Context: an optimization exercise on an open-source flow, tuned for small area, a short achievable clock period and few clock cycles per item. The choices shown serve that exercise and are no tape-out recipe. At most, simulation tests tie the RTL to the original design; equivalence was not proved.

== before ==
## tea
module tea (
   input        clk,
   input        rstb,
   input [15:0] delta,
   input [ 2:0] round,
   input [63:0] key,
   input        enc_write,
   input [31:0] enc_wdata,
  output        enc_valid,
  output [31:0] enc_rdata,
   input        dec_write,
   input [31:0] dec_wdata,
  output        dec_valid,
  output [31:0] dec_rdata
);
==> module tinyenc, before the edit <==
module tinyenc
#(
  parameter        SHL   =  4,
  parameter        SHR   =  5
)
(
   input     [15:0] delta,
   input     [ 2:0] round,
   input     [31:0] kh,
   input            g,
  output            valid,
  output     [31:0] rdata,
   input     [31:0] wdata,
   input            write,
   input            clk, rstb
);
reg        vld, wt;     
reg [ 6:0] c;             
reg [15:0] p, q, sum;
wire       busy = ~vld;
assign valid = vld;
assign rdata = {q, p};
wire        step = busy & ~wt;
wire        rend = step & g;                  
wire [ 6:0] mask = ~(7'h7f << round);          
wire        last = &(c | ~mask);
wire [15:0] ka = kh[15:0];
wire [15:0] kb = kh[31:16];
function [15:0] add16;
  input [15:0] a, b;
  input        ci;
  integer i, l;
  reg [15:0] g, p, g2, p2, x;
  begin
    x = a ^ b;
    g = a & b;
    p = x;
    g[0] = g[0] | (p[0] & ci);
    for (l = 0; l < 4; l = l + 1) begin
      g2 = g;
      p2 = p;
      for (i = 0; i < 16; i = i + 1)
        if ((i >> l) & 1) begin
          g2[i] = g[i] | (p[i] & g[((i >> l) << l) - 1]);
          p2[i] = p[i] & p[((i >> l) << l) - 1];
        end
      g = g2;
      p = p2;
    end
    add16 = x ^ {g[14:0], ci};
  end
endfunction
wire [15:0] f  = add16(q << SHL, ka, 1'b0) ^ add16(q, sum, 1'b0) ^ add16(q >> SHR, kb, 1'b0);
always @(negedge rstb or posedge clk) begin
  if (~rstb) vld <= 1'b1;
  else if (vld) vld <= ~write;
  else if (rend & last) vld <= 1'b1;
end
always @(posedge clk) begin
  wt  <= ~busy & ~g;
  c   <= busy ? c + {6'd0, rend} : 7'd0;
  sum <= (busy ? sum : 16'd0) + ((rend | ~busy) ? delta : 16'd0);
  if (~busy) begin
    if (write) begin
      p <= wdata[15:0];
      q <= wdata[31:16];
    end
  end
  else if (step) begin
    p <= q;
    q <= add16(p, f, 1'b0);
  end
end
endmodule
==> module tinydec, before the edit <==
module tinydec
#(
  parameter        SHL   =  4,
  parameter        SHR   =  5
)
(
   input     [15:0] delta,
   input     [ 2:0] round,
   input     [31:0] kh,
   input            g,
  output            valid,
  output     [31:0] rdata,
   input     [31:0] wdata,
   input            write,
   input            clk, rstb
);
reg        vld, wt;     
reg [ 6:0] c;             
reg [15:0] p, q, sum;
wire       busy = ~vld;
assign valid = vld;
assign rdata = {p, q};
wire        step = busy & ~wt;
wire        rend = step & ~g;                 
wire [ 6:0] mask = ~(7'h7f << round);          
wire        last = &(c | ~mask);
wire [15:0] ka = kh[15:0];
wire [15:0] kb = kh[31:16];
function [15:0] add16;
  input [15:0] a, b;
  input        ci;
  integer i, l;
  reg [15:0] g, p, g2, p2, x;
  begin
    x = a ^ b;
    g = a & b;
    p = x;
    g[0] = g[0] | (p[0] & ci);
    for (l = 0; l < 4; l = l + 1) begin
      g2 = g;
      p2 = p;
      for (i = 0; i < 16; i = i + 1)
        if ((i >> l) & 1) begin
          g2[i] = g[i] | (p[i] & g[((i >> l) << l) - 1]);
          p2[i] = p[i] & p[((i >> l) << l) - 1];
        end
      g = g2;
      p = p2;
    end
    add16 = x ^ {g[14:0], ci};
  end
endfunction
wire [15:0] f  = add16(q << SHL, ka, 1'b0) ^ add16(q, sum, 1'b0) ^ add16(q >> SHR, kb, 1'b0);
always @(negedge rstb or posedge clk) begin
  if (~rstb) vld <= 1'b1;
  else if (vld) vld <= ~write;
  else if (rend & last) vld <= 1'b1;
end
always @(posedge clk) begin
  wt  <= ~busy & g;
  c   <= busy ? c + {6'd0, rend} : 7'd0;
  sum <= busy ? sum - (rend ? delta : 16'd0) : delta << round;
  if (~busy) begin
    if (write) begin
      p <= wdata[31:16];
      q <= wdata[15:0];
    end
  end
  else if (step) begin
    p <= q;
    q <= add16(p, ~f, 1'b1);
  end
end
endmodule
Settings: LEC_CHECK=0, ABC_AREA=1, CAP_MARGIN=20, CORE_MARGIN=2, CORE_UTILIZATION=40, SLEW_MARGIN=20; clock period 11.0 ns.
standard.sh (not shown) runs the stock make flow with config.mk's settings and CLKGATE_MAP_FILE= SYNTH_SCRIPT=/design/flow/synth_recipe.tcl, a recipe that flattens the netlist after the stock synthesis.
==> flow/flow/run.sh <==
#!/bin/bash
# Standard ORFS layout, with the port buffers made of buf_1 cells instead of
# the larger, slower cell buffer_ports picks by default.
set -o pipefail
export BUFFER_PORTS_ARGS="-buffer_cell sky130_fd_sc_hd__buf_1"
export SETUP_SLACK_MARGIN=7.0
bash standard.sh > standard.log 2>&1
Modified inputs, after compared to before
diff --git a/flow/design.v b/flow/design.v
--- a/flow/design.v
+++ b/flow/design.v
@@ -15,9 +15,8 @@
    input            clk, rstb
 );
-reg        vld, wt;     
+reg        busy, wt;
 reg [ 6:0] c;             
 reg [15:0] p, q, sum;
-wire       busy = ~vld;
-assign valid = vld;
+assign valid = ~busy;
 assign rdata = {q, p};
 wire        step = busy & ~wt;
@@ -53,12 +52,12 @@
 wire [15:0] f  = add16(q << SHL, ka, 1'b0) ^ add16(q, sum, 1'b0) ^ add16(q >> SHR, kb, 1'b0);
 always @(negedge rstb or posedge clk) begin
-  if (~rstb) vld <= 1'b1;
-  else if (vld) vld <= ~write;
-  else if (rend & last) vld <= 1'b1;
+  if (~rstb) busy <= 1'b0;
+  else if (~busy) busy <= write;
+  else if (rend & last) busy <= 1'b0;
 end
 always @(posedge clk) begin
   wt  <= ~busy & ~g;
   c   <= busy ? c + {6'd0, rend} : 7'd0;
-  sum <= (busy ? sum : 16'd0) + ((rend | ~busy) ? delta : 16'd0);
+  sum <= busy ? sum + (rend ? delta : 16'd0) : delta;
   if (~busy) begin
     if (write) begin
@@ -89,9 +88,8 @@
    input            clk, rstb
 );
-reg        vld, wt;     
+reg        busy, wt;
 reg [ 6:0] c;             
 reg [15:0] p, q, sum;
-wire       busy = ~vld;
-assign valid = vld;
+assign valid = ~busy;
 assign rdata = {p, q};
 wire        step = busy & ~wt;
@@ -127,7 +125,7 @@
 wire [15:0] f  = add16(q << SHL, ka, 1'b0) ^ add16(q, sum, 1'b0) ^ add16(q >> SHR, kb, 1'b0);
 always @(negedge rstb or posedge clk) begin
-  if (~rstb) vld <= 1'b1;
-  else if (vld) vld <= ~write;
-  else if (rend & last) vld <= 1'b1;
+  if (~rstb) busy <= 1'b0;
+  else if (~busy) busy <= write;
+  else if (rend & last) busy <= 1'b0;
 end
 always @(posedge clk) begin
Notes after the runs:
- Summary: number of DRC markers after the initial detailed-route iteration, after better than before
- Re arrival time of the worst setup path: after is 2.40 ns up on before.
- Looking at floorplan die height, after sits 0.68 microns higher than before does.
- after: synthesized area about 0.8% above before
- Comparing after and before, the higher worst setup slack was measured on before.
- In the final reports, the cell area of after is larger than that of before.
- after against before: cell count now larger; global-route wire length before repair now larger; sequential share of layout area now smaller.
Testbench counts of after, summed over its fixed seeds: cycles 85,704, items 2,560.
Only the layout flow was run in before; the RTL was not checked for function there.

## what the ideal ports hide
No port has a modelled driver above. Below, the same layouts with a new extraction and two added sets of constraints. Step 1 assumes that a clkbuf_16 drives the clock port and a buf_2 every other input. Step 2 adds t to the input delays and takes it off the output delays; t is the mean of the earliest and latest rising clock arrival at the registers after step 1. Input paths then give back, and output paths get back, about the clock's delay inside the block. Slacks: no drivers / after step 1 / after step 2; pairs: no drivers / after step 1.
run	shift t [ns]	setup slack, ns	worst hold slack (ns)	clock arrival spread, ns	slew at the worst register clock pin (ns)
before	0.492	7.118 / 7.067 / 6.681	0.490 / 0.490 / 0.490	0.017 / 0.018	0.08 / 0.08
after	0.479	7.113 / 7.113 / 6.677	0.521 / 0.521 / 0.521	0.017 / 0.017	0.07 / 0.07
After both steps every run listed still meets setup and hold. The setup slack of before, which loses most, moves by -0.051 ns with the drivers and by -0.437 ns with both steps.
